Source: an optimization exercise on an open RTL-to-GDS flow (aim: small area, a short achievable clock period and few clock cycles). Production flows keep margins and buffers that such runs may drop.
The RTL was checked by simulation tests, not by an equivalence proof against the original design.
Power and IR drop assume default switching activity.

==> design/flow/design.v <==
`default_nettype none
`timescale 1ns / 1ns
module alu (
  input  wire [31:0] operand1,
  input  wire [31:0] operand2,
  input  wire [31:0] link_data,
  input  wire        sub,
  input  wire        left,
  input  wire        sra,
  input  wire        s_add,
  input  wire        s_sh,
  input  wire        s_slt,
  input  wire        s_sltu,
  input  wire        s_xor,
  input  wire        s_or,
  input  wire        s_and,
  input  wire        s_link,
  output wire [31:0] result,
  output wire [31:0] sum,
  output wire        eq,
  output wire        lt,
  output wire        ltu
);
  wire [32:0] addr = {1'b0, operand1} + {1'b0, operand2 ^ {32{sub}}} + {32'd0, sub};
  assign sum = addr[31:0];
  assign eq  = (operand1 == operand2);
  assign ltu = ~addr[32];
  assign lt  = (operand1[31] == operand2[31]) ? addr[31] : operand1[31];
  reg  [31:0] sh_in, sh_rev;
  integer i;
  always @(*) begin
    for (i = 0; i < 32; i = i + 1)
      sh_in[i] = left ? operand1[31 - i] : operand1[i];
  end
  wire [32:0] sh_res = $signed({sra & operand1[31], sh_in}) >>> operand2[4:0];
  wire [31:0] sh_out = sh_res[31:0];
  always @(*) begin
    for (i = 0; i < 32; i = i + 1)
      sh_rev[i] = sh_out[31 - i];
  end
  wire [31:0] p = operand1 ^ operand2;
  wire [31:0] g = operand1 & operand2;
  assign result = ({32{s_add}} & sum)
                | ({32{s_sh}} & (left ? sh_rev : sh_out))
                | {31'd0, (s_slt & lt) | (s_sltu & ltu)}
                | ({32{s_xor | s_or}} & p)
                | ({32{s_and | s_or}} & g)
                | ({32{s_link}} & link_data);
endmodule
`default_nettype none
`timescale 1ns / 1ns
module register_file (
  input  wire        clk,
  input  wire        rst_n,
  input  wire        we,
  input  wire [ 4:0] rd,
  input  wire [ 4:0] rs1,
  input  wire [ 4:0] rs2,
  input  wire [31:0] rd_data,
  input  wire        en1,
  input  wire        x1,
  input  wire [31:0] x1_data,
  output wire [31:0] rs1_data,
  output wire [31:0] rs2_data
);
  reg  [31:1] valid;
  wire [31:1] sel1, sel2;
  wire [31:0] q [1:31];
  genvar g, b;
  generate
    for (g = 1; g < 32; g = g + 1) begin : r
      reg [31:0] x;
      always @(posedge clk)
        if (we && (rd == g))
          x <= rd_data;
      assign q[g]    = x;
      assign sel1[g] = (rs1 == g) & valid[g] & en1;
      assign sel2[g] = (rs2 == g) & valid[g];
    end
  endgenerate
  always @(posedge clk or negedge rst_n)
    if (!rst_n)
      valid <= 31'd0;
    else if (we && (rd != 5'd0))
      valid[rd] <= 1'b1;
  generate
    for (b = 0; b < 32; b = b + 1) begin : p
      wire [31:1] col;
      for (g = 1; g < 32; g = g + 1) begin : c
        assign col[g] = q[g][b];
      end
      rf_rd32 u1 (.s({x1, sel1}), .d({x1_data[b], col}), .q(rs1_data[b]));
      rf_rd31 u2 (.s(sel2), .d(col), .q(rs2_data[b]));
    end
  endgenerate
endmodule
module rf_rd32 (
  input  wire [31:0] s,
  input  wire [31:0] d,
  output wire        q
);
  wire [10:0] n;
  genvar i;
  generate
    for (i = 0; i < 10; i = i + 1) begin : g
      rf_aoi3 u (.s0(s[3*i]), .d0(d[3*i]), .s1(s[3*i+1]), .d1(d[3*i+1]),
                 .s2(s[3*i+2]), .d2(d[3*i+2]), .y(n[i]));
    end
  endgenerate
  assign n[10] = ~((s[30] & d[30]) | (s[31] & d[31]));
  assign q = ~&n;
endmodule
module rf_rd31 (
  input  wire [31:1] s,
  input  wire [31:1] d,
  output wire        q
);
  wire [10:0] n;
  genvar i;
  generate
    for (i = 0; i < 10; i = i + 1) begin : g
      rf_aoi3 u (.s0(s[3*i+1]), .d0(d[3*i+1]), .s1(s[3*i+2]), .d1(d[3*i+2]),
                 .s2(s[3*i+3]), .d2(d[3*i+3]), .y(n[i]));
    end
  endgenerate
  assign n[10] = ~(s[31] & d[31]);
  assign q = ~&n;
endmodule
module rf_aoi3 (
  input  wire s0, d0, s1, d1, s2, d2,
  output wire y
);
  assign y = ~((s0 & d0) | (s1 & d1) | (s2 & d2));
endmodule
`default_nettype none
`timescale 1ns / 1ns
module cpu (
  input  wire        clk,
  input  wire        rst_n,
  output wire [31:0] address,
  output reg  [31:0] write_data,
  input  wire [31:0] read_data,
  output wire        we,
  output wire        re,
  input  wire        mem_busy
);
  wire go = ~mem_busy;
  reg        s_data;       
  reg        s_dwr;        
  reg [29:0] fa;           
  reg [31:0] daddr;        
  assign address = s_data ? daddr : {fa, 2'b00};
  assign re      = ~(s_data & s_dwr) & go;
  assign we      = s_data & s_dwr & go;
  wire fetch = ~s_data;
  reg        m_ld, m_sbh;
  reg [ 4:0] m_rd;
  reg [ 2:0] m_f3;
  reg        w_ld, w_sbh;
  reg [ 4:0] w_rd;
  reg [ 2:0] w_f3;
  reg [ 1:0] w_off;
  wire m_rreq = s_data & ~s_dwr;    
  reg        r_v;          
  reg [29:0] r_pc;         
  reg        ir_v;         
  reg [31:0] ir;
  reg [29:0] ir_pc;
  wire        d_v   = ir_v | r_v;
  wire [31:0] inst  = ir_v ? ir : read_data;
  wire [29:0] pc_d  = ir_v ? ir_pc : r_pc;
  wire [4:0] op     = inst[6:2];
  wire       i_u    = op[2] & op[0];                  
  wire       i_jal  = op[1];
  wire       i_jalr = op[4] & ~op[1] & op[0];
  wire       i_br   = op[4] & ~op[0];
  wire       i_ld   = ~op[4] & ~op[3] & ~op[2];
  wire       i_st   = ~op[4] & op[3] & ~op[2];
  wire       i_opi  = ~op[4] & ~op[3] & op[2] & ~op[0];
  wire       i_op   = ~op[4] & op[3] & op[2] & ~op[0];
  wire       i_alu  = i_op | i_opi;
  wire       i_link = i_jal | i_jalr;
  wire [4:0] rs1 = inst[19:15];
  wire [4:0] rs2 = inst[24:20];
  wire [4:0] rd  = inst[11:7];
  wire [2:0] f3  = inst[14:12];
  wire use1 = ~(i_u | i_jal);
  wire use2 = i_op | i_br | i_st;
  wire wrd  = ~(i_br | i_st) & (rd != 5'd0);
  wire [31:0] imm_i = {{20{inst[31]}}, inst[31:20]};
  wire [31:0] imm_s = {{20{inst[31]}}, inst[31:25], inst[11:7]};
  wire [31:0] imm_u = {inst[31:12], 12'd0};
  wire [29:0] off_b = {{20{inst[31]}}, inst[7], inst[30:25], inst[11:9]};
  wire [29:0] off_j = {{12{inst[31]}}, inst[19:12], inst[20], inst[30:22]};
  wire [29:0] d_tgt  = pc_d + (i_jal ? off_j : off_b);
  wire [29:0] pc_d1  = pc_d + 30'd1;
  wire        d_pred = d_v & (i_jal | (i_br & inst[31]));
  wire [31:0] v1, v2;
  reg         w_wen;
  reg  [ 4:0] w_addr;
  reg  [31:0] w_data;
  register_file reg_file (
    .clk      (clk),
    .rst_n    (rst_n),
    .we       (w_wen),
    .rd       (w_addr),
    .rs1      (rs1),
    .rs2      (rs2),
    .rd_data  (w_data),
    .en1      (use1),
    .x1       (i_u & ~op[3]),
    .x1_data  ({pc_d, 2'b00}),
    .rs1_data (v1),
    .rs2_data (v2)
  );
  wire [4:0] op_r   = ir[6:2];
  wire       r_u    = op_r[2] & op_r[0];
  wire       r_jal  = op_r[1];
  wire       r_br   = op_r[4] & ~op_r[0];
  wire       r_st   = ~op_r[4] & op_r[3] & ~op_r[2];
  wire       r_op   = ~op_r[4] & op_r[3] & op_r[2] & ~op_r[0];
  wire       r_use1 = ~(r_u | r_jal);
  wire       r_use2 = r_op | r_br | r_st;
  wire       r_wrd  = ~(r_br | r_st) & (ir[11:7] != 5'd0);
  reg        e_v;
  reg [31:0] e_op1, e_op2, e_aux, e_last;
  reg [ 4:0] e_rd;         
  reg [ 2:0] e_f3;
  reg        e_sub, e_left, e_sra;
  reg        e_sadd, e_ssh, e_sslt, e_ssltu, e_sxor, e_sor, e_sand, e_slink;
  reg        e_fw1, e_fw2, e_fwa;
  reg        e_ld, e_sbh, e_sw, e_br, e_jalr, e_pred;
  wire        e_mem = e_ld | e_sbh | e_sw;
  wire [31:0] a     = e_fw1 ? e_last : e_op1;
  wire [31:0] b     = e_fw2 ? e_last : e_op2;
  wire [31:0] st_d  = e_fwa ? e_last : e_aux;
  wire [31:0] e_res, alu_sum;
  wire        alu_eq, alu_lt, alu_ltu;
  alu alu_inst (
    .operand1  (a),
    .operand2  (b),
    .link_data (e_aux),
    .sub       (e_sub),
    .left      (e_left),
    .sra       (e_sra),
    .s_add     (e_sadd),
    .s_sh      (e_ssh),
    .s_slt     (e_sslt),
    .s_sltu    (e_ssltu),
    .s_xor     (e_sxor),
    .s_or      (e_sor),
    .s_and     (e_sand),
    .s_link    (e_slink),
    .result    (e_res),
    .sum       (alu_sum),
    .eq        (alu_eq),
    .lt        (alu_lt),
    .ltu       (alu_ltu)
  );
  wire e_wr = (e_rd != 5'd0) & ~e_ld;     
  reg taken;
  always @(*) begin
    case (e_f3)
      3'b000:  taken = alu_eq;
      3'b001:  taken = ~alu_eq;
      3'b100:  taken = alu_lt;
      3'b101:  taken = ~alu_lt;
      3'b110:  taken = alu_ltu;
      default: taken = ~alu_ltu;
    endcase
  end
  wire mem_block = (m_rreq & m_sbh) | w_sbh;
  wire e_hold    = (e_wr & w_ld) | (e_mem & mem_block);
  wire e_adv     = e_v & ~e_hold;
  wire e_redir   = e_adv & ((e_br & (taken ^ e_pred)) | e_jalr);
  wire [29:0] e_tgt = e_jalr ? alu_sum[31:2] : e_aux[31:2];
  wire e_issue   = e_adv & e_mem;
  wire e_free    = ~e_v | e_adv;
  wire ld_e = e_v & e_ld;
  wire ld_m = m_rreq & m_ld;
  function automatic hit_ld(input [4:0] r);
    hit_ld = (r != 5'd0) &
             ((ld_e & (e_rd == r)) | (ld_m & (m_rd == r)) | (w_ld & (w_rd == r)));
  endfunction
  function automatic hit_wr(input [4:0] r);
    hit_wr = (ld_e & (e_rd == r)) | (ld_m & (m_rd == r));
  endfunction
  wire hz   = (use1 & hit_ld(rs1)) | (use2 & hit_ld(rs2)) | (wrd & hit_wr(rd));
  wire hz_r = (r_use1 & hit_ld(ir[19:15])) | (r_use2 & hit_ld(ir[24:20])) |
              (r_wrd & hit_wr(ir[11:7]));
  wire d_adv  = d_v & ~hz & e_free & ~e_redir;
  function automatic fw(input [4:0] r);
    fw = e_v & e_wr & (e_rd == r);
  endfunction
  reg  [ 7:0] ld_b;
  wire [15:0] ld_h = w_off[1] ? read_data[31:16] : read_data[15:0];
  always @(*) begin
    case (w_off)
      2'b00:   ld_b = read_data[ 7: 0];
      2'b01:   ld_b = read_data[15: 8];
      2'b10:   ld_b = read_data[23:16];
      default: ld_b = read_data[31:24];
    endcase
  end
  wire [31:0] ld_val = w_f3[1] ? read_data :
                       w_f3[0] ? {{16{~w_f3[2] & ld_h[15]}}, ld_h} :
                                 {{24{~w_f3[2] & ld_b[7]}}, ld_b};
  reg [31:0] st_merge;
  always @(*) begin
    st_merge = read_data;
    if (w_f3[0]) begin
      if (w_off[1]) st_merge[31:16] = write_data[15:0];
      else          st_merge[15: 0] = write_data[15:0];
    end else begin
      case (w_off)
        2'b00:   st_merge[ 7: 0] = write_data[7:0];
        2'b01:   st_merge[15: 8] = write_data[7:0];
        2'b10:   st_merge[23:16] = write_data[7:0];
        default: st_merge[31:24] = write_data[7:0];
      endcase
    end
  end
  always @(*) begin
    if (w_ld) begin
      w_wen  = go;
      w_addr = w_rd;
      w_data = ld_val;
    end else begin
      w_wen  = go & e_adv & e_wr;
      w_addr = e_rd;
      w_data = e_res;
    end
  end
  wire drop  = ~d_adv & ir_v & r_v;                
  wire queue = d_adv & ir_v & r_v & ~d_pred;       
  wire kill  = e_redir | d_pred | drop;            
  wire ir_v_n = ~e_redir & (d_adv ? queue : d_v);
  wire ir_en  = ~ir_v | (~hz_r & e_free);
  always @(posedge clk or negedge rst_n) begin
    if (!rst_n) begin
      s_data <= 1'b0;
      s_dwr  <= 1'b0;
      fa     <= 30'h00001000;
      r_v    <= 1'b0;
      ir_v   <= 1'b0;
      e_v    <= 1'b0;
      m_ld   <= 1'b0;
      m_sbh  <= 1'b0;
      w_ld   <= 1'b0;
      w_sbh  <= 1'b0;
    end else if (go) begin
      if (w_sbh) begin
        s_data <= 1'b1;
        s_dwr  <= 1'b1;
      end else if (e_issue) begin
        s_data <= 1'b1;
        s_dwr  <= e_sw;
      end else begin
        s_data <= 1'b0;
        s_dwr  <= 1'b0;
      end
      if (e_issue) begin
        m_ld  <= e_ld;
        m_sbh <= e_sbh;
      end
      w_ld  <= m_rreq & m_ld;
      w_sbh <= m_rreq & m_sbh;
      if (e_redir)
        fa <= e_tgt;
      else if (d_pred)
        fa <= d_tgt;
      else if (drop)
        fa <= r_pc;
      else if (fetch)
        fa <= fa + 30'd1;
      r_v  <= fetch & ~kill;
      ir_v <= ir_v_n;
      e_v  <= (e_v & e_hold) | d_adv;
    end
  end
  always @(posedge clk) begin
    if (go) begin
      if (e_issue) begin
        daddr      <= alu_sum;
        write_data <= st_d;
        m_rd       <= e_rd;
        m_f3       <= e_f3;
      end else if (w_sbh) begin
        write_data <= st_merge;
      end
      w_rd  <= m_rd;
      w_f3  <= m_f3;
      w_off <= daddr[1:0];
      r_pc <= fa;
      if (ir_en) begin
        ir    <= read_data;
        ir_pc <= r_pc;
      end
      if (e_adv)
        e_last <= e_res;
      if (e_free) begin
        e_op1   <= v1;
        e_op2   <= (i_op | i_br) ? v2 : i_u ? imm_u : i_st ? imm_s : imm_i;
        e_aux   <= i_st ? v2 : (i_link | (i_br & inst[31])) ? {pc_d1, 2'b00} : {d_tgt, 2'b00};
        e_rd    <= wrd ? rd : 5'd0;
        e_f3    <= f3;
        e_sub   <= (i_op & inst[30] & (f3 == 3'b000)) | i_br | (i_alu & (f3[2:1] == 2'b01));
        e_left  <= (f3 == 3'b001);
        e_sra   <= inst[30];
        e_sadd  <= ~i_link & (~i_alu | (f3 == 3'b000));
        e_ssh   <= i_alu & (f3[1:0] == 2'b01);
        e_sslt  <= i_alu & (f3 == 3'b010);
        e_ssltu <= i_alu & (f3 == 3'b011);
        e_sxor  <= i_alu & (f3 == 3'b100);
        e_sor   <= i_alu & (f3 == 3'b110);
        e_sand  <= i_alu & (f3 == 3'b111);
        e_slink <= i_link;
        e_fw1   <= use1 & fw(rs1);
        e_fw2   <= (i_op | i_br) & fw(rs2);
        e_fwa   <= i_st & fw(rs2);
        e_ld    <= i_ld;
        e_sbh   <= i_st & (f3[1:0] != 2'b10);
        e_sw    <= i_st & (f3[1:0] == 2'b10);
        e_br    <= i_br;
        e_jalr  <= i_jalr;
        e_pred  <= inst[31];
      end
    end
  end
endmodule
==> design/flow/run.sh <==
#!/bin/bash
# synth_recipe.tcl (not shown) runs the flow's synth.tcl, then flattens the netlist and writes it again
# the make line also repeats each setting of config.mk as NAME=value (left out here)
make -C /OpenROAD-flow-scripts/flow DESIGN_CONFIG=/design/flow/config.mk WORK_HOME=/design/flow/orfs CLKGATE_MAP_FILE= SYNTH_SCRIPT=/design/flow/synth_recipe.tcl finish
==> design/flow/config.mk <==
export PLATFORM = sky130hd
export DESIGN_NAME = cpu
export DESIGN_NICKNAME = cpu
export VERILOG_FILES = /design/flow/design.v
export SDC_FILE = /design/flow/constraint.sdc
export NUM_CORES = 8
export LEC_CHECK = 0
export CAP_MARGIN = 20
export CORE_MARGIN = 2
export CORE_UTILIZATION = 40
export CTS_BUF_LIST = sky130_fd_sc_hd__clkbuf_16
export CTS_CLUSTER_DIAMETER = 60
export CTS_CLUSTER_SIZE = 20
export SETUP_SLACK_MARGIN = 5
export SLEW_MARGIN = 20
export SYNTH_HIERARCHICAL = 1
==> design/flow/constraint.sdc <==
create_clock -name core_clock -period 10.0 [get_ports {clk}]
set_input_delay 2.0000 -clock core_clock [delete_from_list [all_inputs] [get_ports {clk}]]
set_output_delay 2.0000 -clock core_clock [all_outputs]
set_load 0.01 [all_outputs]
==> results of run 1 <==
## critical path, cell delays in order, from the launching register on
cell	delay, ns
edfxtp_1	0.44
buf_6	0.18
buf_12	0.13
buf_16	0.12
mux2_4	0.32
xor2_2	0.18
ha_4	0.23
buf_4	0.14
buf_4	0.13
o211a_1	0.11
a211oi_2	0.29
o211ai_1	0.17
a21oi_2	0.24
a21oi_2	0.11
a31oi_2	0.22
xor2_1	0.20
xnor2_1	0.10
a31o_1	0.24
o21ai_4	0.18
buf_4	0.18
buf_16	0.19
nand2_2	0.34
a21oi_1	0.56
o41ai_4	0.14
## per-module statistics from Yosys, one instance, submodules excluded
module         flops+latches  copies in the design  cells inside  area, um2
cpu                      367                     1          2048      22100
rf_aoi3                    0                   640             1       10.0
alu                        0                     1           752       6110
rf_rd31                    0                    32             4       27.5
rf_rd32                    0                    32             5       36.3
register_file           1023                     1          1285      32400
## sequential cells by signal, indices dropped and copies added (netlist names), 31 cells and up
signal and cells:
reg_file.r.x 992, e_op2 32, reg_file.valid 31, e_aux 32
e_last 32, daddr 32, write_data 32, e_op1 32
## stage by stage
stage | hold WS, ns | cells | util, % | power, mW
floorplan | 0.400 | 5014 | - | 15.4
global placement | 0.404 | 7405 | 43.1 | 20.6
detailed placement | 0.421 | 7405 | 43.1 | 20.6
CTS | 0.426 | 7702 | 46.5 | 26.1
global route | 0.433 | 7766 | 47.4 | 27.7
finish | 0.426 | 7771 | 47.4 | 27.2
## cells in the mapped netlist (30+ instances only)
cell type and count:
and2_1 46, o21ai_0 134, ha_1 106, a2111o_1 33, edfxtp_1 1320, xnor2_1 119, o31ai_1 31, nor3_1 48
nand4_1 158, a21oi_1 194, dfrtp_1 69, a222oi_1 671, a211oi_1 65, mux2_2 167, mux2i_1 95, clkbuf_1 147
and3_1 114, buf_2 30, mux4_2 31, nand3_1 79, inv_1 83, a31o_1 32, a22o_1 38, o22ai_1 32
a21o_1 46, or4_4 32, nor2b_1 60, xor2_1 99, nor2_1 174, nand2_1 318
## worst max path at each step
stage,startpoint,to,depth (start not counted)
after global routing,e_fw2,fa[11],24
after global placement,read_data[3],fa[22],14
final,e_fw2,fa[26],23
after detailed placement,read_data[3],fa[22],14
after floorplan,mem_busy,reg_file.r[9].x[0],5
after CTS,e_fw2,fa[26],25
## power by group
part / internal (mW) / switching [mW]
combinational: 4.08 / 8.72
clock: 2.36 / 2.38
sequential: 8.80 / 0.816
## routing by layer
layer | track usage [%] | wire [um] | part of all wire [%]
met2 | 52.4 | 138000 | 43
met5 | 0 | 100 | 0.031
met1 | 44.8 | 113000 | 36
met4 | 16.8 | 20900 | 6.6
met3 | 10.5 | 46400 | 15
## what timing repair did
action	4_1_cts	5_1_grt
buffers inserted	83	51
resized for setup	240	155
pin swaps	92	64
cloned	15	12
endpoints found under the setup margin	601	499
## cells by family after synthesis
| logic type | Yosys count | share of synthesized area [%] |
|---|---|---|
| other | 1 | 0.00544 |
| adders and majority gates | 108 | 1.98 |
| DFF | 1390 | 60.0 |
| AOI/OAI and AO/OA | 1517 | 18.4 |
| muxes | 318 | 5.92 |
| xor gates and xnor gates | 220 | 2.81 |
| and+or+nand+nor | 1158 | 8.98 |
| buffers and inverters | 301 | 1.88 |
## layout make-up
class	instances	area [um2]	area share (%)
sequential	1390	41400	51.0
multi-input combinational	3328	28200	34.7
timing repair buffer	447	4510	5.55
tap	2310	2890	3.56
clock buffer	111	2780	3.42
clock inverter	88	1070	1.32
inverter	92	368	0.453
antenna	5	12.5	0.0154
==> results.py, run 1 <==
metrics = {
    "power": {
        "vdd_drop_max_mv": 0.212,
        "powerDensity_nw_per_um2": 334,
        "p_leak_nw": 27.7,
    },
    "drt": {
        "first_pass_iters": 17,
        "routedWlPerCell_um": 41.0,
        "post_drt_via_cell_ratio": 7.32,
        "wirelength_um": 318000,
        "drc": 0,
        "drt_first_iter_violations": 13300,
        "antenna_left": 0,
        "routed-via-count": 56900,
    },
    "yosys": {
        "synth_cell_type_count": 112,
        "synthTopCellsByArea": "edfxtp_1 (57%), a222oi_1 (9.7%), mux2_2 (2.7%)",
        "yosysWarnings": 9,
        "synth_top_area_share_pct": 57.5,
        "synthCells": 5013,
        "synth_seq_cells": 1390,
        "seq_area_frac_synth_pct": 60.0,
        "yosys.area.top_type": "edfxtp_1",
        "syn_avg_cell_area_um2": 13.8,
        "syn-cell-area_um2": 69000,
        "async_flop_share_pct": 5.04,
        "synth_edf_count": 1320,
        "synth_ff_type": "edfxtp_1",
    },
    "worst_setup_path": {
        "endpoint_kind": "flip-flop",
        "r2r_setup_slack_ns": 4.67,
        "required_ns": 10.65,
        "cp.arrival_ns": 5.99,
        "crit_fanout": 23,
        "start_kind": "flip-flop",
        "path_class": "flip-flop to flip-flop",
        "r2r-end": "fa[26]",
        "ff2ff_path_depth": 23,
        "r2r-start": "e_fw2",
    },
    "clocking": {
        "htreeDepth": 3,
        "cts_tree": "built",
        "cts.reportedPaths.clkPinSlew_ns": 0.08,
        "cts_buffers": 110,
        "clock-sinks": 1390,
        "cts_max_path_buffers": 3,
        "clockRootBuffer": "clkbuf_16",
        "hold_buffers": 0,
        "clock_latency_ns": 0.83,
    },
    "floorplanning": {
        "die_x_um": 419,
        "num_rows": 152,
        "core-area_um2": 172000,
        "die_h_um": 419,
        "pin_count": 101,
        "initial_core_util_pct": 40.2,
        "dieArea_um2": 176000,
    },
    "layout": {
        "synthToLayoutAreaGrowth_pct": 17.8,
        "fill_cells": 15100,
        "fin_nets": 5512,
        "fin_area_um2": 81200,
        "layout-drive-gt1-share_pct": 20.9,
        "final_common_cell": "edfxtp_1",
        "layout_common_cells": "edfxtp_1 (1320), a222oi_1 (671), nand2_1 (297)",
    },
    "place": {
        "place_area_um2": 73900,
        "pre_cts_ws_ns": 3.12,
        "port_buffers": 100,
        "dp_hpwl_um": 204000,
        "gp_congestion": 1.07,
    },
    "outcome": {
        "status": "timing/DRC/antenna clean",
    },
    "hold_path": {
        "hp-class": "flip-flop to flip-flop",
        "hold_start": "m_f3[0]",
        "min_path_cells": 0,
        "min_to": "w_f3[0]",
    },
    "grt": {
        "grt_max_degree": 71,
        "grt_pass1_vias": 51200,
        "gr-total-overflow": 0,
        "grtUsageTotal_pct": 34.5,
        "antenna_found_initial": 14,
        "grt_pass1_wl_um": 422000,
    },
    "sta": {
        "rsz0062_at_grt": "true",
        "period_needed_ns": 5.33,
        "fin_ws_ns": 4.67,
        "finalCritPeriodShare_pct": 53.3,
        "fin_skew_ns": 0.0944,
        "final_hold_viol_count": 0,
        "tightest_slew_ns": 1.20,
        "setup_tns_ns": 0,
        "slew_viol_final": 0,
        "slew_headroom_pct": 19.6,
        "max_freq_ghz": 0.188,
        "final-setup-viol-count": 0,
    },
    "flow_run": {
        "cap_violations": 0,
    },
}
Testbench counts, summed over its fixed seeds: cycles 151,969.
==> run 2: changes to the inputs <==
--- a/design/flow/design.v
+++ b/design/flow/design.v
@@ -21,11 +21,36 @@
   output wire        lt,
   output wire        ltu
 );
-  wire [32:0] addr = {1'b0, operand1} + {1'b0, operand2 ^ {32{sub}}} + {32'd0, sub};
-  assign sum = addr[31:0];
+  wire [31:0] addr = operand1 + (operand2 ^ {32{sub}}) + {31'd0, sub};
+  assign sum = addr;
   assign eq  = (operand1 == operand2);
-  assign ltu = ~addr[32];
-  assign lt  = (operand1[31] == operand2[31]) ? addr[31] : operand1[31];
+  wire [31:0] l0 = ~operand1 & operand2;
+  wire [31:0] e0 = ~(operand1 ^ operand2);
+  wire [15:0] l1, e1;
+  wire [ 7:0] l2, e2;
+  wire [ 3:0] l3, e3;
+  wire [ 1:0] l4, e4;
+  genvar k;
+  generate
+    for (k = 0; k < 16; k = k + 1) begin : c1
+      assign l1[k] = l0[2*k+1] | (e0[2*k+1] & l0[2*k]);
+      assign e1[k] = e0[2*k+1] & e0[2*k];
+    end
+    for (k = 0; k < 8; k = k + 1) begin : c2
+      assign l2[k] = l1[2*k+1] | (e1[2*k+1] & l1[2*k]);
+      assign e2[k] = e1[2*k+1] & e1[2*k];
+    end
+    for (k = 0; k < 4; k = k + 1) begin : c3
+      assign l3[k] = l2[2*k+1] | (e2[2*k+1] & l2[2*k]);
+      assign e3[k] = e2[2*k+1] & e2[2*k];
+    end
+    for (k = 0; k < 2; k = k + 1) begin : c4
+      assign l4[k] = l3[2*k+1] | (e3[2*k+1] & l3[2*k]);
+      assign e4[k] = e3[2*k+1] & e3[2*k];
+    end
+  endgenerate
+  assign ltu = l4[1] | (e4[1] & l4[0]);
+  assign lt  = (operand1[31] ^ operand2[31]) ? operand1[31] : ltu;
   reg  [31:0] sh_in, sh_rev;
   integer i;
   always @(*) begin
@@ -163,12 +188,9 @@
   wire m_rreq = s_data & ~s_dwr;    
   reg        r_v;          
   reg [29:0] r_pc;         
-  reg        ir_v;         
-  reg [31:0] ir;
-  reg [29:0] ir_pc;
-  wire        d_v   = ir_v | r_v;
-  wire [31:0] inst  = ir_v ? ir : read_data;
-  wire [29:0] pc_d  = ir_v ? ir_pc : r_pc;
+  wire        d_v   = r_v;
+  wire [31:0] inst  = read_data;
+  wire [29:0] pc_d  = r_pc;
   wire [4:0] op     = inst[6:2];
   wire       i_u    = op[2] & op[0];                  
   wire       i_jal  = op[1];
@@ -194,7 +216,7 @@
   wire [29:0] off_j = {{12{inst[31]}}, inst[19:12], inst[20], inst[30:22]};
   wire [29:0] d_tgt  = pc_d + (i_jal ? off_j : off_b);
   wire [29:0] pc_d1  = pc_d + 30'd1;
-  wire        d_pred = d_v & (i_jal | (i_br & inst[31]));
+  wire        d_take = i_jal | (i_br & inst[31]);    
   wire [31:0] v1, v2;
   reg         w_wen;
   reg  [ 4:0] w_addr;
@@ -213,15 +235,6 @@
     .rs1_data (v1),
     .rs2_data (v2)
   );
-  wire [4:0] op_r   = ir[6:2];
-  wire       r_u    = op_r[2] & op_r[0];
-  wire       r_jal  = op_r[1];
-  wire       r_br   = op_r[4] & ~op_r[0];
-  wire       r_st   = ~op_r[4] & op_r[3] & ~op_r[2];
-  wire       r_op   = ~op_r[4] & op_r[3] & op_r[2] & ~op_r[0];
-  wire       r_use1 = ~(r_u | r_jal);
-  wire       r_use2 = r_op | r_br | r_st;
-  wire       r_wrd  = ~(r_br | r_st) & (ir[11:7] != 5'd0);
   reg        e_v;
   reg [31:0] e_op1, e_op2, e_aux, e_last;
   reg [ 4:0] e_rd;         
@@ -286,9 +299,8 @@
     hit_wr = (ld_e & (e_rd == r)) | (ld_m & (m_rd == r));
   endfunction
   wire hz   = (use1 & hit_ld(rs1)) | (use2 & hit_ld(rs2)) | (wrd & hit_wr(rd));
-  wire hz_r = (r_use1 & hit_ld(ir[19:15])) | (r_use2 & hit_ld(ir[24:20])) |
-              (r_wrd & hit_wr(ir[11:7]));
   wire d_adv  = d_v & ~hz & e_free & ~e_redir;
+  wire d_pred = d_adv & d_take;
   function automatic fw(input [4:0] r);
     fw = e_v & e_wr & (e_rd == r);
   endfunction
@@ -331,18 +343,14 @@
       w_data = e_res;
     end
   end
-  wire drop  = ~d_adv & ir_v & r_v;                
-  wire queue = d_adv & ir_v & r_v & ~d_pred;       
+  wire drop  = d_v & ~d_adv;                       
   wire kill  = e_redir | d_pred | drop;            
-  wire ir_v_n = ~e_redir & (d_adv ? queue : d_v);
-  wire ir_en  = ~ir_v | (~hz_r & e_free);
   always @(posedge clk or negedge rst_n) begin
     if (!rst_n) begin
       s_data <= 1'b0;
       s_dwr  <= 1'b0;
       fa     <= 30'h00001000;
       r_v    <= 1'b0;
-      ir_v   <= 1'b0;
       e_v    <= 1'b0;
       m_ld   <= 1'b0;
       m_sbh  <= 1'b0;
@@ -367,14 +375,13 @@
       w_sbh <= m_rreq & m_sbh;
       if (e_redir)
         fa <= e_tgt;
-      else if (d_pred)
-        fa <= d_tgt;
       else if (drop)
         fa <= r_pc;
+      else if (d_pred)
+        fa <= d_tgt;
       else if (fetch)
         fa <= fa + 30'd1;
       r_v  <= fetch & ~kill;
-      ir_v <= ir_v_n;
       e_v  <= (e_v & e_hold) | d_adv;
     end
   end
@@ -392,10 +399,6 @@
       w_f3  <= m_f3;
       w_off <= daddr[1:0];
       r_pc <= fa;
-      if (ir_en) begin
-        ir    <= read_data;
-        ir_pc <= r_pc;
-      end
       if (e_adv)
         e_last <= e_res;
       if (e_free) begin
@@ -404,7 +407,7 @@
         e_aux   <= i_st ? v2 : (i_link | (i_br & inst[31])) ? {pc_d1, 2'b00} : {d_tgt, 2'b00};
         e_rd    <= wrd ? rd : 5'd0;
         e_f3    <= f3;
-        e_sub   <= (i_op & inst[30] & (f3 == 3'b000)) | i_br | (i_alu & (f3[2:1] == 2'b01));
+        e_sub   <= i_op & inst[30] & (f3 == 3'b000);
         e_left  <= (f3 == 3'b001);
         e_sra   <= inst[30];
         e_sadd  <= ~i_link & (~i_alu | (f3 == 3'b000));
==> results.py, run 2 <==
metrics = {
    "floorplanning": {
        "dieArea_um2": 169000,
        "core-area_um2": 165000,
        "pin_count": 101,
        "die_x_um": 411,
        "initial_core_util_pct": 40.2,
        "num_rows": 149,
        "die_h_um": 411,
    },
    "worst_setup_path": {
        "crit_fanout": 6,
        "r2r-start": "e_fw2",
        "endpoint_kind": "flip-flop",
        "r2r_setup_slack_ns": 4.94,
        "crit_top_cell": "buf_12",
        "cpPeakStageDelay_ns": 0.47,
        "r2r-end": "fa[24]",
        "path_class": "flip-flop to flip-flop",
        "cpMaxStageDelayCell": "edfxtp_1",
        "path_cells": "buf_12, buf_12, buf_12, mux2_2, ha_1, nand4_1, nor2_1, nand4_1, nand3_2, mux2_4, mux2i_4, mux2_4, or3_4, a31o_4, buf_12, and4_4, a21oi_4, buf_4, o31ai_1, a21oi_1, o31ai_2",
        "start_kind": "flip-flop",
        "ff2ff_path_depth": 21,
        "required_ns": 10.65,
        "cp.arrival_ns": 5.70,
    },
    "power": {
        "total_power_mw": 22.4,
        "p_leak_nw": 26.7,
        "powerDensity_nw_per_um2": 291,
        "vdd_drop_max_mv": 0.174,
    },
    "grt": {
        "grt_pass1_wl_um": 417000,
        "antenna_found_initial": 17,
        "grt_pass1_vias": 50200,
        "grt_max_degree": 67,
        "grtUsageTotal_pct": 35.3,
        "gr-total-overflow": 0,
    },
    "sta": {
        "max_freq_ghz": 0.198,
        "fin_skew_ns": 0.0643,
        "slew_viol_final": 0,
        "rsz0062_at_grt": "true",
        "period_needed_ns": 5.06,
        "whs_ns": 0.420,
        "finalCritPeriodShare_pct": 50.6,
        "setup_tns_ns": 0,
        "tightest_slew_ns": 1.20,
        "slew_headroom_pct": 19.7,
        "final-setup-viol-count": 0,
        "final_hold_viol_count": 0,
    },
    "clocking": {
        "htreeDepth": 3,
        "clock-sinks": 1329,
        "clockRootBuffer": "clkbuf_16",
        "cts_max_path_buffers": 3,
        "clock_latency_ns": 0.78,
        "cts_buffers": 110,
        "hold_buffers": 0,
        "cts_tree": "built",
        "cts.reportedPaths.clkPinSlew_ns": 0.07,
    },
    "yosys": {
        "async_flop_share_pct": 5.19,
        "synth_cell_type_count": 116,
        "synth_top_area_share_pct": 57.1,
        "synthCells": 4900,
        "synth.most_common_cell": "edfxtp_1",
        "syn_avg_cell_area_um2": 13.5,
        "syn-cell-area_um2": 66300,
        "synthXorXnorAreaFrac_pct": 2.41,
        "yosysWarnings": 9,
        "synth_edf_count": 1260,
        "synth_ff_type": "edfxtp_1",
        "synth_common_cells": "edfxtp_1 (1260), a222oi_1 (641), nand2_1 (372)",
        "synth_seq_cells": 1329,
        "synth_top_family_by_area": "compound AO/OA/AOI/OAI gates",
        "synth_fa_ha_area_share_pct": 2.65,
        "synth_compound_area_share_pct": 19.0,
        "synthMuxAreaShare_pct": 5.20,
        "seq_area_frac_synth_pct": 59.7,
        "synthTopCellsByArea": "edfxtp_1 (57%), a222oi_1 (9.7%), ha_1 (2.6%)",
        "yosys.area.top_type": "edfxtp_1",
        "synthSimpleGateAreaFrac_pct": 9.13,
    },
    "layout": {
        "multi_input_area_um2": 26800,
        "synthToLayoutAreaGrowth_pct": 16.5,
        "layout_common_cells": "edfxtp_1 (1260), a222oi_1 (641), nand2_1 (368)",
        "final_common_cell": "edfxtp_1",
        "regMostFlops": "reg_file.r.x",
        "fill_cells": 14600,
        "finalNonFillerCells": 7503,
        "layout-drive-gt1-share_pct": 17.7,
        "regArea_um2": 39600,
        "fin_util_pct": 46.9,
        "fin_nets": 5390,
        "largest_reg_flops": 992,
    },
    "drt": {
        "wirelength_um": 310000,
        "routedWlPerCell_um": 41.3,
        "first_pass_iters": 15,
        "routed-via-count": 55500,
        "post_drt_via_cell_ratio": 7.39,
        "antenna_left": 0,
        "drc": 0,
        "drt_first_iter_violations": 13500,
    },
    "hold_path": {
        "hp-class": "flip-flop to flip-flop",
        "hold_start": "m_f3[2]",
        "min_to": "w_f3[2]",
        "min_path_cells": 0,
    },
    "place": {
        "gp_congestion": 1.03,
        "port_buffers": 100,
        "dp_hpwl_um": 199000,
        "dp.cells": 7174,
    },
    "outcome": {
        "status": "timing/DRC/antenna clean",
    },
    "flow_run": {
        "cap_violations": 0,
    },
}
[run 2: cell type report]
class | instances | area share [%]
Inverter | 89 | 0.478
Clock inverter | 84 | 1.38
Tap cell | 2189 | 3.55
Multi-Input combinational cell | 3288 | 34.7
Timing Repair Buffer | 398 | 4.96
Antenna cell | 13 | 0.0421
Clock buffer | 113 | 3.66
Sequential cell | 1329 | 51.2
[run 2: report_power, final]
part           internal, mW  switching, mW  total (mW)  leakage (nW)
logic                  2.91           6.17        9.08          12.5
registers              7.92          0.708        8.63          12.3
clock network          2.46           2.27        4.73          1.91
total                  13.3           9.15        22.4          26.7
[run 2: stage by stage]
step	setup slack (ns)	cell area, um2
floorplan	4.74	66400
global placement	3.41	70800
detailed placement	3.27	70800
CTS	4.83	76500
global route	4.86	77200
finish	4.94	77200
[run 2: logic make-up (layout without fill, tap and decap cells)]
kind of cell / after synthesis / count (layout)
compound gates: 1530 / 1537
flops: 1329 / 1329
simple gates: 1164 / 1166
buf+inv: 293 / 684
mux: 263 / 263
xor+xnor: 181 / 181
fa+ha+maj: 139 / 139
other cells: 1 / 15
[run 2: worst max path at each step]
| stage | from | end | cells after the start |
|---|---|---|---|
| after floorplan | mem_busy | reg_file.r[9].x[0] | 4 |
| final | e_fw2 | fa[24] | 21 |
| after global placement | e_fw2 | fa[19] | 20 |
| after detailed placement | e_fw2 | fa[27] | 20 |
| after global routing | e_fw2 | fa[24] | 21 |
| after CTS | read_data[3] | e_aux[30] | 14 |
[run 2: Yosys stat by module, one instance, submodules excluded]
| module | area [um2] | copies in the design |
|---|---|---|
| rf_aoi3 | 10.0 | 640 |
| cpu | 18400 | 1 |
| rf_rd31 | 27.5 | 32 |
| register_file | 32400 | 1 |
| alu | 7120 | 1 |
| rf_rd32 | 36.3 | 32 |
[run 2: worst max-delay path, delay by kind of cell, from the launching register on]
kind            cells  cell delay [ns]
simple gates        6             1.56
mux                 4             0.91
compound gates      5             0.89
buf+inv             5             0.77
flops               1             0.47
fa+ha+maj           1             0.35
[run 2: timing repair]
item	4_1_cts	5_1_grt
setup buffers	72	27
resized for setup	198	107
setup endpoints to repair	932	607
pin swaps	34	60
gates cloned	16	3
[run 2: layer usage]
layer	global-route usage [%]	vias up	share of wire, %
met1	45.4	27900	35
met3	10.5	927	14
met2	53.5	4910	43
met4	19.0	12	7.2
met5	0	-	0.027
li1	-	21800	-
Testbench counts of run 2, summed over its fixed seeds: cycles 153,005.
==> run 3: changes to the inputs <==
==> design/flow/flow/run.sh (new file) <==
#!/bin/bash
set -euo pipefail
bash standard.sh finish \
  'BUFFER_PORTS_ARGS=-buffer_cell sky130_fd_sc_hd__buf_4' \
  MATCH_CELL_FOOTPRINT=0 > standard.log 2>&1
==> design/flow/standard.sh (new file) <==
#!/bin/bash
# synth_recipe.tcl (not shown) runs the flow's synth.tcl, then flattens the netlist and writes it again
# the make line also repeats each setting of config.mk as NAME=value (left out here)
make -C /OpenROAD-flow-scripts/flow DESIGN_CONFIG=/design/flow/config.mk WORK_HOME=/design/flow/orfs CLKGATE_MAP_FILE= SYNTH_SCRIPT=/design/flow/synth_recipe.tcl "${@:-finish}"
removed: design/flow/run.sh
==> results.py, run 3 <==
metrics = {
    "power": {
        "power.switching_mw": 9.07,
        "pwr-share-clk_pct": 20.6,
        "seqPwrFrac_pct": 39.2,
        "total_power_mw": 22.0,
        "combPwrFrac_pct": 40.2,
        "powerDensity_nw_per_um2": 290,
        "cell_internal_pwr_mw": 12.9,
        "p_leak_nw": 26.2,
        "vdd_drop_max_mv": 0.164,
        "p_sw_share_pct": 41.3,
    },
    "worst_setup_path": {
        "r2r-start": "e_fw1",
        "start_kind": "primary input",
        "path_cells": "buf_4, nor2b_1, nor2b_1, and3_2, buf_4, a222oi_1, nand4_1, a2111o_1, a221o_1",
        "cpMaxStageDelayCell": "a2111o_1",
        "endpoint_kind": "flip-flop",
        "cpPeakStageDelay_ns": 0.65,
        "critical_path_depth": 9,
        "path_delay_family": "compound AO/OA/AOI/OAI gates",
        "ff2ff_path_depth": 24,
        "path_class": "primary input to flip-flop",
        "crit_fanout": 17,
        "required_ns": 10.50,
        "critPathLaunch": "read_data[20]",
        "crit_buf_inv": 2,
        "cp.arrival_ns": 5.62,
    },
    "floorplanning": {
        "dieArea_um2": 169000,
        "die_x_um": 411,
        "initial_core_util_pct": 40.2,
        "die_h_um": 411,
        "core-area_um2": 165000,
        "num_rows": 149,
        "pin_count": 101,
    },
    "hold_path": {
        "hp-class": "flip-flop to flip-flop",
        "hold_start": "m_f3[2]",
        "min_path_cells": 0,
    },
    "yosys": {
        "synthTopCellsByArea": "edfxtp_1 (57%), a222oi_1 (9.7%), ha_1 (2.6%)",
        "synth_seq_cells": 1329,
        "synth_common_cells": "edfxtp_1 (1260), a222oi_1 (641), nand2_1 (372)",
        "synth_ff_type": "edfxtp_1",
        "yosysWarnings": 9,
        "synth_edf_count": 1260,
        "seq_area_frac_synth_pct": 59.7,
        "syn_avg_cell_area_um2": 13.5,
        "syn-cell-area_um2": 66300,
        "async_flop_share_pct": 5.19,
        "synth_cell_type_count": 116,
        "synthCells": 4900,
        "synth_top_area_share_pct": 57.1,
        "synth.most_common_cell": "edfxtp_1",
        "yosys.area.top_type": "edfxtp_1",
    },
    "clocking": {
        "hold_buffers": 0,
        "clock_latency_ns": 0.77,
        "clockRootBuffer": "clkbuf_16",
        "cts_max_path_buffers": 3,
        "cts_buffers": 109,
        "cts.reportedPaths.clkPinSlew_ns": 0.07,
        "htreeDepth": 3,
        "cts_tree": "built",
        "clock-sinks": 1329,
    },
    "drt": {
        "routed-via-count": 54500,
        "drc": 0,
        "first_pass_iters": 14,
        "wirelength_um": 301000,
        "antenna_left": 0,
        "drt_first_iter_violations": 12900,
        "routedWlPerCell_um": 40.4,
        "post_drt_via_cell_ratio": 7.31,
    },
    "flow_run": {
        "cap_violations": 0,
    },
    "place": {
        "port_buffers": 100,
        "place_area_um2": 70400,
        "gp_congestion": 1.03,
        "pre_cts_ws_ns": 3.18,
        "dp_hpwl_um": 198000,
    },
    "grt": {
        "grt_pass1_wl_um": 408000,
        "antenna_found_initial": 17,
        "gr-total-overflow": 0,
        "grt_max_degree": 126,
        "grt_pass1_vias": 49900,
        "grtUsageTotal_pct": 34.3,
    },
    "layout": {
        "largest_reg_flops": 992,
        "fin_nets": 5344,
        "synthToLayoutAreaGrowth_pct": 14.5,
        "regMostFlops": "reg_file.r.x",
        "fin_area_um2": 75900,
        "layout_common_cells": "edfxtp_1 (1260), a222oi_1 (641), nand2_1 (370)",
        "layout-drive-gt1-share_pct": 18.4,
        "final_common_cell": "edfxtp_1",
    },
    "sta": {
        "final-setup-viol-count": 0,
        "fin_skew_ns": 0.0339,
        "finalCritPeriodShare_pct": 51.2,
        "rsz0062_at_grt": "true",
        "final_hold_viol_count": 0,
        "tightest_slew_ns": 1.27,
        "slew_headroom_pct": 15.2,
        "setup_tns_ns": 0,
        "fin_ws_ns": 4.88,
        "max_freq_ghz": 0.195,
        "period_needed_ns": 5.12,
        "slew_viol_final": 0,
    },
    "outcome": {
        "status": "timing/DRC/antenna clean",
    },
}
[run 3: layer usage]
metal | part of all wire, % | track usage [%] | routed length (um)
met1 | 35 | 43.9 | 106000
met4 | 6.3 | 18.0 | 19000
met5 | 0.019 | 0 | 57
met3 | 14 | 9.71 | 42300
met2 | 44 | 53.0 | 133000
[run 3: power groups by stage]
stage          clock network [mW]  registers, mW  logic (mW)
2_1_floorplan                   0           8.33        4.44
3_3_place_gp                    0           8.68        7.77
3_5_place_dp                    0           8.67        7.79
4_1_cts                      4.55           8.56        8.23
5_1_grt                      4.75           8.62        9.15
6_report                     4.54           8.61        8.83
[run 3: repair_timing]
action                                  in CTS  in global routing
resized for setup                          110                 88
gates cloned                                14                  2
pin swaps                                   24                 31
endpoints found under the setup margin     777                433
buffers inserted                            49                 34
[run 3: worst paths after layout]
| kind | endpoint | slack [ns] |
|---|---|---|
| max | e_op2[27] | 4.88 |
| min | w_f3[2] | 0.43 |
| max reg2reg | fa[18] | 4.99 |
| min reg2reg | w_f3[2] | 0.43 |
| max in group asynchronous | s_data | 7.66 |
| min in group asynchronous | fa[25] | 1.16 |
[run 3: stage by stage]
stage / hold slack [ns] / utilization [%] / instances
global route: 0.428 / 46.0 / 7443
CTS: 0.425 / 45.6 / 7405
floorplan: 0.400 / - / 4901
detailed placement: 0.412 / 42.7 / 7149
finish: 0.429 / 46.1 / 7450
global placement: 0.406 / 42.7 / 7149
[run 3: worst reg2reg max path, cell delays in order (launching register included)]
cell and delay, ns:
edfxtp_1 0.50, buf_12 0.20, buf_6 0.14, mux2_4 0.24, inv_1 0.05, ha_1 0.20, a21o_1 0.16, a21o_1 0.18
a21oi_4 0.21, o21ai_2 0.12, a22oi_2 0.21, nand3_2 0.11, mux2_4 0.27, mux2i_2 0.18, mux2_4 0.34, or3_4 0.35
a31o_4 0.25, buf_12 0.13, and4_4 0.18, buf_6 0.13, a21oi_4 0.23, buf_4 0.16, o21ai_2 0.06, a221oi_2 0.17
o21ai_1 0.10
[run 3: cell families (layout without fill, tap and decap cells)]
family          count (synthesis)  in the layout  synth area share [%]
mux                           263            265                  5.20
xor+xnor                      181            181                  2.41
flops                        1329           1329                  59.7
other cells                     1             11               0.00565
buf+inv                       293            635                  1.97
fa+ha+maj                     139            139                  2.65
simple gates                 1164           1165                  9.13
compound gates               1530           1536                  19.0
[run 3: cell type report]
class / count / area, um2
well taps: 2189 / 2740
fillers: 14700 / 88900
flip-flops and latches: 1329 / 39600
clock buffers: 109 / 2730
diodes: 9 / 22.5
repair buffers: 353 / 2970
inverters: 89 / 354
clock inverters: 84 / 946
multi-input cells: 3288 / 26600
[run 3: per-module statistics from Yosys (local to each module, per instance)]
module / flip-flops and latches / area [um2] / cells inside / copies in the design
rf_aoi3: 0 / 10.0 / 1 / 640
cpu: 306 / 18400 / 1790 / 1
alu: 0 / 7120 / 897 / 1
rf_rd31: 0 / 27.5 / 4 / 32
rf_rd32: 0 / 36.3 / 5 / 32
register_file: 1023 / 32400 / 1285 / 1
==> run 4: changes to the inputs <==
==> design/flow/run.sh (new file) <==
#!/bin/bash
# synth_recipe.tcl (not shown) runs the flow's synth.tcl, then flattens the netlist and writes it again
# the make line also repeats each setting of config.mk as NAME=value (left out here)
make -C /OpenROAD-flow-scripts/flow DESIGN_CONFIG=/design/flow/config.mk WORK_HOME=/design/flow/orfs CLKGATE_MAP_FILE= SYNTH_SCRIPT=/design/flow/synth_recipe.tcl finish
--- a/design/flow/config.mk
+++ b/design/flow/config.mk
@@ -9,8 +9,8 @@
 export CORE_MARGIN = 2
 export CORE_UTILIZATION = 40
 export CTS_BUF_LIST = sky130_fd_sc_hd__clkbuf_16
-export CTS_CLUSTER_DIAMETER = 60
-export CTS_CLUSTER_SIZE = 20
+export CTS_CLUSTER_DIAMETER = 75
+export CTS_CLUSTER_SIZE = 26
 export SETUP_SLACK_MARGIN = 5
 export SLEW_MARGIN = 20
 export SYNTH_HIERARCHICAL = 1
removed: design/flow/flow/run.sh
removed: design/flow/standard.sh
==> results.py, run 4 <==
metrics = {
    "grt": {
        "grt_max_degree": 67,
        "gr-total-overflow": 0,
        "antenna_found_initial": 17,
        "grt_pass1_wl_um": 414000,
        "grtUsageTotal_pct": 35.1,
        "grt_pass1_vias": 50000,
    },
    "yosys": {
        "seq_area_frac_synth_pct": 59.7,
        "synth_seq_cells": 1329,
        "synth.most_common_cell": "edfxtp_1",
        "syn-cell-area_um2": 66300,
        "syn_avg_cell_area_um2": 13.5,
        "synth_ff_type": "edfxtp_1",
        "synth_top_area_share_pct": 57.1,
        "synth_cell_type_count": 116,
        "async_flop_share_pct": 5.19,
        "yosys.area.top_type": "edfxtp_1",
        "yosysWarnings": 9,
        "synthCells": 4900,
        "synth_edf_count": 1260,
        "synthTopCellsByArea": "edfxtp_1 (57%), a222oi_1 (9.7%), ha_1 (2.6%)",
        "synth_common_cells": "edfxtp_1 (1260), a222oi_1 (641), nand2_1 (372)",
    },
    "floorplanning": {
        "die_x_um": 411,
        "core-area_um2": 165000,
        "dieArea_um2": 169000,
        "initial_core_util_pct": 40.2,
        "num_rows": 149,
        "pin_count": 101,
        "die_h_um": 411,
    },
    "power": {
        "total_power_mw": 21.6,
        "power.switching_mw": 9.06,
        "p_leak_nw": 26.2,
        "powerDensity_nw_per_um2": 284,
        "p_sw_share_pct": 41.9,
        "vdd_drop_max_mv": 0.149,
        "seqPwrFrac_pct": 39.9,
        "pwr-share-clk_pct": 18.8,
        "combPwrFrac_pct": 41.3,
        "cell_internal_pwr_mw": 12.6,
    },
    "drt": {
        "drc": 0,
        "post_drt_via_cell_ratio": 7.37,
        "first_pass_iters": 13,
        "antenna_left": 0,
        "routedWlPerCell_um": 41.3,
        "wirelength_um": 307000,
        "routed-via-count": 54900,
        "drt_first_iter_violations": 13000,
    },
    "sta": {
        "rsz0062_at_grt": "true",
        "period_needed_ns": 5.18,
        "slew_headroom_pct": 16.8,
        "finalCritPeriodShare_pct": 51.8,
        "tightest_slew_ns": 1.24,
        "max_freq_ghz": 0.193,
        "final-setup-viol-count": 0,
        "final_hold_viol_count": 0,
        "setup_tns_ns": 0,
        "fin_skew_ns": 0.0865,
        "slew_viol_final": 0,
        "fin_ws_ns": 4.82,
    },
    "clocking": {
        "cts_buffers": 88,
        "clock_latency_ns": 0.78,
        "clock-sinks": 1329,
        "cts_max_path_buffers": 3,
        "hold_buffers": 0,
        "cts.reportedPaths.clkPinSlew_ns": 0.09,
        "cts_tree": "built",
        "clockRootBuffer": "clkbuf_16",
        "htreeDepth": 3,
    },
    "place": {
        "place_area_um2": 70800,
        "dp_hpwl_um": 199000,
        "gp_congestion": 1.03,
        "pre_cts_ws_ns": 3.27,
        "port_buffers": 100,
    },
    "layout": {
        "regMostFlops": "reg_file.r.x",
        "fin_area_um2": 76200,
        "final_common_cell": "edfxtp_1",
        "synthToLayoutAreaGrowth_pct": 14.9,
        "layout_common_cells": "edfxtp_1 (1260), a222oi_1 (641), nand2_1 (368)",
        "fin_nets": 5355,
        "fin_util_pct": 46.2,
        "layout-drive-gt1-share_pct": 17.0,
        "largest_reg_flops": 992,
    },
    "worst_setup_path": {
        "crit_fanout": 32,
        "crit_top_cell": "nor2_1",
        "path_class": "primary input to flip-flop",
        "cpPeakStageDelay_ns": 1.11,
        "cp.arrival_ns": 5.61,
        "crit_buf_inv": 2,
        "endpoint_kind": "flip-flop",
        "required_ns": 10.44,
        "start_kind": "primary input",
        "path_delay_family": "simple AND/OR/NAND/NOR gates",
        "path_cells": "clkdlybuf4s15_2, and2_4, nor2_1, nand2b_1, nor2_1, and3_1, buf_4, a222oi_1, nand4_1, or4_4",
        "cpMaxStageDelayCell": "a222oi_1",
    },
    "outcome": {
        "status": "timing/DRC/antenna clean",
    },
    "hold_path": {
        "hp-class": "flip-flop to flip-flop",
    },
    "flow_run": {
        "cap_violations": 0,
    },
}
run 4: path summary, 6_finish.rpt:
path / start / to / slack, ns / depth (start not counted)
max: read_data[2] / e_op1[29] / 4.82 / 10
min: m_f3[2] / w_f3[2] / 0.43 / 0
max reg2reg: e_fw2 / fa[17] / 4.83 / 22
min reg2reg: m_f3[2] / w_f3[2] / 0.43 / 0
max in group asynchronous: rst_n / reg_file.valid[4] / 7.65 / 2
min in group asynchronous: rst_n / fa[27] / 1.10 / 1
run 4: per-stage QoR:
step | cells | hold WS, ns
3_3_place_gp | 7174 | 0.401
6_report | 7447 | 0.428
3_5_place_dp | 7174 | 0.410
4_1_cts | 7415 | 0.428
2_1_floorplan | 4901 | 0.400
5_1_grt | 7437 | 0.441
run 4: repair_timing:
item | CTS | global route
endpoints found under the setup margin | 933 | 524
resized for setup | 207 | 81
gates cloned | 14 | 1
hold endpoints to repair | 0 | 0
setup buffers | 71 | 20
pin swaps | 46 | 39
run 4: cells by family (layout without fill, tap and decap cells):
family                   after synthesis  in the layout  share of synthesized area [%]
AO/OA/AOI/OAI                       1530           1535                           19.0
XOR/XNOR                             181            181                           2.41
adder cells (fa/ha/maj)              139            139                           2.65
buffers and inverters                293            634                           1.97
flip-flops                          1329           1329                           59.7
multiplexers                         263            263                           5.20
other                                  1             13                        0.00565
AND/OR/NAND/NOR                     1164           1164                           9.13
run 4: power groups by stage:
stage / sequential [mW] / clock, mW / combinational [mW]
finish: 8.62 / 4.07 / 8.93
floorplan: 8.33 / 0 / 4.44
CTS: 8.56 / 4.08 / 8.41
detailed placement: 8.67 / 0 / 7.84
global route: 8.62 / 4.27 / 9.22
global placement: 8.67 / 0 / 7.83
run 4: final cells by class:
class                   count  area, um2
well taps                2189       2740
multi-input cells        3284      26600
clock buffers              89       2230
inverters                  89        369
clock inverters            67        915
repair buffers            389       3750
fillers                 14600      88600
flip-flops and latches   1329      39600
diodes                     11       27.5
run 4: routing by layer:
metal,vias to the layer above,part of all wire (%),GRT usage (%),wire length (um)
met5,-,0.031,0,94
met4,16,7.0,18.8,21500
met3,849,14,10.8,44300
met2,4855,43,53.4,134000
met1,27500,35,44.9,108000
li1,21700,-,-,-
run 4: per-module statistics from Yosys, one instance, submodules excluded:
module         cells inside  area (um2)  copies in the design  flops+latches
cpu                    1790       18400                     1            306
register_file          1285       32400                     1           1023
rf_aoi3                   1        10.0                   640              0
alu                     897        7120                     1              0
rf_rd31                   4        27.5                    32              0
rf_rd32                   5        36.3                    32              0
==> run 5: changes to the inputs <==
--- a/design/flow/design.v
+++ b/design/flow/design.v
@@ -214,7 +214,12 @@
   wire [31:0] imm_u = {inst[31:12], 12'd0};
   wire [29:0] off_b = {{20{inst[31]}}, inst[7], inst[30:25], inst[11:9]};
   wire [29:0] off_j = {{12{inst[31]}}, inst[19:12], inst[20], inst[30:22]};
-  wire [29:0] d_tgt  = pc_d + (i_jal ? off_j : off_b);
+  wire [18:0] off_l  = i_jal ? off_j[18:0] : off_b[18:0];
+  wire [19:0] tgt_l  = {1'b0, pc_d[18:0]} + {1'b0, off_l};
+  wire [10:0] pc_hu  = pc_d[29:19] + 11'd1;
+  wire [10:0] pc_hd  = pc_d[29:19] - 11'd1;
+  wire [10:0] tgt_h  = (tgt_l[19] == inst[31]) ? pc_d[29:19] : tgt_l[19] ? pc_hu : pc_hd;
+  wire [29:0] d_tgt  = {tgt_h, tgt_l[18:0]};
   wire [29:0] pc_d1  = pc_d + 30'd1;
   wire        d_take = i_jal | (i_br & inst[31]);    
   wire [31:0] v1, v2;
--- a/design/flow/config.mk
+++ b/design/flow/config.mk
@@ -9,8 +9,8 @@
 export CORE_MARGIN = 2
 export CORE_UTILIZATION = 40
 export CTS_BUF_LIST = sky130_fd_sc_hd__clkbuf_16
-export CTS_CLUSTER_DIAMETER = 75
-export CTS_CLUSTER_SIZE = 26
+export CTS_CLUSTER_DIAMETER = 60
+export CTS_CLUSTER_SIZE = 20
 export SETUP_SLACK_MARGIN = 5
 export SLEW_MARGIN = 20
 export SYNTH_HIERARCHICAL = 1
==> results.py, run 5 <==
metrics = {
    "clocking": {
        "clockRootBuffer": "clkbuf_16",
        "cts_tree": "built",
        "cts_max_path_buffers": 3,
        "hold_buffers": 0,
        "cts_buffers": 109,
        "htreeDepth": 3,
        "clock_latency_ns": 0.79,
        "cts.reportedPaths.clkPinSlew_ns": 0.08,
        "clock-sinks": 1329,
    },
    "drt": {
        "drc": 0,
        "post_drt_via_cell_ratio": 7.32,
        "drt_first_iter_violations": 12500,
        "first_pass_iters": 12,
        "routed-via-count": 55000,
        "routedWlPerCell_um": 40.4,
        "antenna_left": 0,
        "wirelength_um": 303000,
    },
    "worst_setup_path": {
        "r2r-start": "e_fw1",
        "path_class": "primary input to flip-flop",
        "start_kind": "primary input",
        "required_ns": 10.51,
        "ff2ff_path_depth": 13,
        "r2r_setup_slack_ns": 4.97,
        "crit_fanout": 6,
        "cp.arrival_ns": 5.65,
        "endpoint_kind": "flip-flop",
        "r2r-end": "reg_file.r[5].x[5]",
    },
    "floorplanning": {
        "initial_core_util_pct": 40.3,
        "pin_count": 101,
        "dieArea_um2": 169000,
        "die_h_um": 411,
        "die_x_um": 411,
        "core-area_um2": 165000,
        "num_rows": 149,
    },
    "grt": {
        "grtUsageTotal_pct": 34.3,
        "grt_pass1_wl_um": 408000,
        "antenna_found_initial": 14,
        "grt_pass1_vias": 50400,
        "gr-total-overflow": 0,
        "grt_max_degree": 66,
    },
    "sta": {
        "final-setup-viol-count": 0,
        "rsz0062_at_grt": "true",
        "max_freq_ghz": 0.195,
        "period_needed_ns": 5.14,
        "slew_viol_final": 3,
        "final_hold_viol_count": 0,
        "finalCritPeriodShare_pct": 51.4,
        "tightest_slew_ns": 1.77,
        "slew_headroom_pct": -18.3,
        "setup_tns_ns": 0,
        "fin_skew_ns": 0.0669,
    },
    "layout": {
        "fin_nets": 5406,
        "layout_common_cells": "edfxtp_1 (1260), a222oi_1 (643), nand2_1 (335)",
        "synthToLayoutAreaGrowth_pct": 16.8,
        "regMostFlops": "reg_file.r.x",
        "final_common_cell": "edfxtp_1",
        "layout-drive-gt1-share_pct": 18.9,
        "largest_reg_flops": 992,
    },
    "flow_run": {
        "cap_violations": 1,
    },
    "place": {
        "port_buffers": 100,
        "gp_congestion": 1.04,
        "dp_hpwl_um": 197000,
    },
    "yosys": {
        "synth_common_cells": "edfxtp_1 (1260), a222oi_1 (643), nand2_1 (350)",
        "syn-cell-area_um2": 66300,
        "yosys.area.top_type": "edfxtp_1",
        "syn_avg_cell_area_um2": 13.6,
        "synthCells": 4892,
        "synthTopCellsByArea": "edfxtp_1 (57%), a222oi_1 (9.7%), dfrtp_1 (2.6%)",
        "synth.most_common_cell": "edfxtp_1",
        "seq_area_frac_synth_pct": 59.6,
        "yosysWarnings": 9,
        "synth_top_area_share_pct": 57.0,
        "synth_cell_type_count": 111,
        "synth_seq_cells": 1329,
        "async_flop_share_pct": 5.19,
        "synth_ff_type": "edfxtp_1",
        "synth_edf_count": 1260,
    },
    "hold_path": {
        "min_path_cells": 0,
        "min_to": "w_f3[1]",
        "hold_start": "m_f3[1]",
        "hp-class": "flip-flop to flip-flop",
    },
    "power": {
        "vdd_drop_max_mv": 0.166,
        "powerDensity_nw_per_um2": 259,
        "p_leak_nw": 26.7,
        "total_power_mw": 20.1,
    },
    "outcome": {
        "violations": "slew limit",
        "status": "finished with violations",
    },
}
-- run 5: cells by family after synthesis --
family / after synthesis / synth area share (%)
multiplexers: 258 / 5.10
other: 1 / 0.00565
AO/OA/AOI/OAI: 1520 / 19.0
flip-flops: 1329 / 59.6
buffers and inverters: 299 / 2.05
adder cells (fa/ha/maj): 139 / 2.66
XOR/XNOR: 174 / 2.32
AND/OR/NAND/NOR: 1172 / 9.22
-- run 5: modules after synthesis, one instance, submodules excluded --
module         flip-flops and latches  cells inside  area (um2)  copies in the design
rf_aoi3                             0             1        10.0                   640
alu                                 0           897        7120                     1
register_file                    1023          1285       32400                     1
rf_rd31                             0             4        27.5                    32
cpu                               306          1782       18400                     1
rf_rd32                             0             5        36.3                    32
-- run 5: cell type report --
type | count | area, um2
Fill cell | 14600 | 87300
Sequential cell | 1329 | 39600
Multi-Input combinational cell | 3270 | 27000
Timing Repair Buffer | 424 | 3970
Clock buffer | 111 | 2780
Tap cell | 2189 | 2740
Clock inverter | 82 | 936
Inverter | 97 | 412
Antenna cell | 8 | 20.0
Timing Repair inverter | 1 | 16.3
-- run 5: per-layer routing --
layer	part of all wire [%]	track usage [%]	vias to the layer above
li1	-	-	21700
met1	34	42.9	27400
met2	44	53.0	4936
met3	15	10.7	895
met4	6.8	18.9	12
met5	0.021	0	-
-- run 5: how the worst max path moves through the flow --
stage | start | to | slack (ns) | cells after the start
2_1_floorplan | read_data[3] | e_aux[30] | 4.13 | 18
3_3_place_gp | read_data[3] | e_aux[30] | 2.41 | 19
3_5_place_dp | read_data[3] | e_aux[30] | 2.43 | 19
4_1_cts | read_data[23] | fa[27] | 4.75 | 21
5_1_grt | read_data[24] | e_aux[31] | 4.71 | 23
6_report | read_data[18] | e_aux[30] | 4.86 | 22
-- run 5: worst max-delay path, stage by stage --
cell	delay [ns]
dlygate4sd2_1	0.26
buf_12	0.14
nand2_1	0.07
nand2_2	0.07
ha_4	0.25
a21o_1	0.18
a21o_1	0.21
a21oi_4	0.17
o21ai_4	0.09
nor2_4	0.13
buf_12	0.15
buf_12	0.12
ha_4	0.21
and3_4	0.17
a2111o_1	0.38
a21o_1	0.17
a21o_1	0.18
a31oi_2	0.16
xnor2_1	0.09
mux2i_1	0.18
nand2_1	0.07
a22o_1	0.18
-- run 5: timing repair --
item,CTS,global route
cloned,7,5
endpoints found under the setup margin,760,515
pin swaps,60,50
gates resized for setup,290,98
setup buffers,72,49
-- run 5: where the power goes --
part           switching (mW)  leakage, nW  internal [mW]
registers               0.603         12.3           7.50
clock network            2.29         1.80           2.29
logic                    4.98         12.6           2.41
total                    7.87         26.7           12.2
-- run 5: metrics by stage --
stage	worst slack, ns	cell area, um2	hold WS [ns]	cells	utilization [%]
2_1_floorplan	4.13	66700	0.400	4893	-
3_3_place_gp	2.41	71100	0.402	7174	43.1
3_5_place_dp	2.43	71100	0.416	7174	43.1
4_1_cts	4.75	76500	0.430	7446	46.4
5_1_grt	4.71	77500	0.438	7504	47.0
6_report	4.86	77500	0.433	7511	47.0
Testbench counts of run 5, summed over its fixed seeds: cycles 153,005.

-- afterwards: timing with drivers on the ports --
How much do the figures lean on ideal ports? The routed layouts below were timed once more, with nothing changed but the port constraints. Step 1 assumes that a clkbuf_16 drives the clock port and a buf_2 every other input. Step 2 moves the port delays by t, midway between the first and last clock arrival at a register: inputs arrive t later, outputs are due t later. That takes back most of the time a late clock gives input paths. Slacks: ideal / step 1 / step 2; pairs: ideal / step 1.
| run | t, ns | setup slack, ns | latest minus earliest clock arrival (ns) | slew at the worst register clock pin (ns) | pins driven straight from the clock port |
|---|---|---|---|---|---|
| run 1 | 0.860 | 4.668 / 4.668 / 3.930 | 0.095 / 0.095 | 0.09 / 0.09 | 1 |
| run 2 | 0.836 | 4.944 / 4.944 / 4.188 | 0.066 / 0.066 | 0.09 / 0.09 | 1 |
| run 3 | 0.837 | 4.879 / 4.924 / 4.087 | 0.037 / 0.037 | 0.09 / 0.09 | 1 |
| run 4 | 0.816 | 4.824 / 4.797 / 3.981 | 0.086 / 0.086 | 0.10 / 0.10 | 1 |
| run 5 | 0.847 | 4.861 / 4.685 / 3.838 | 0.068 / 0.068 | 0.09 / 0.09 | 1 |
The setup slack of run 5, which loses most, moves by -0.176 ns with the drivers and by -1.023 ns with both steps.
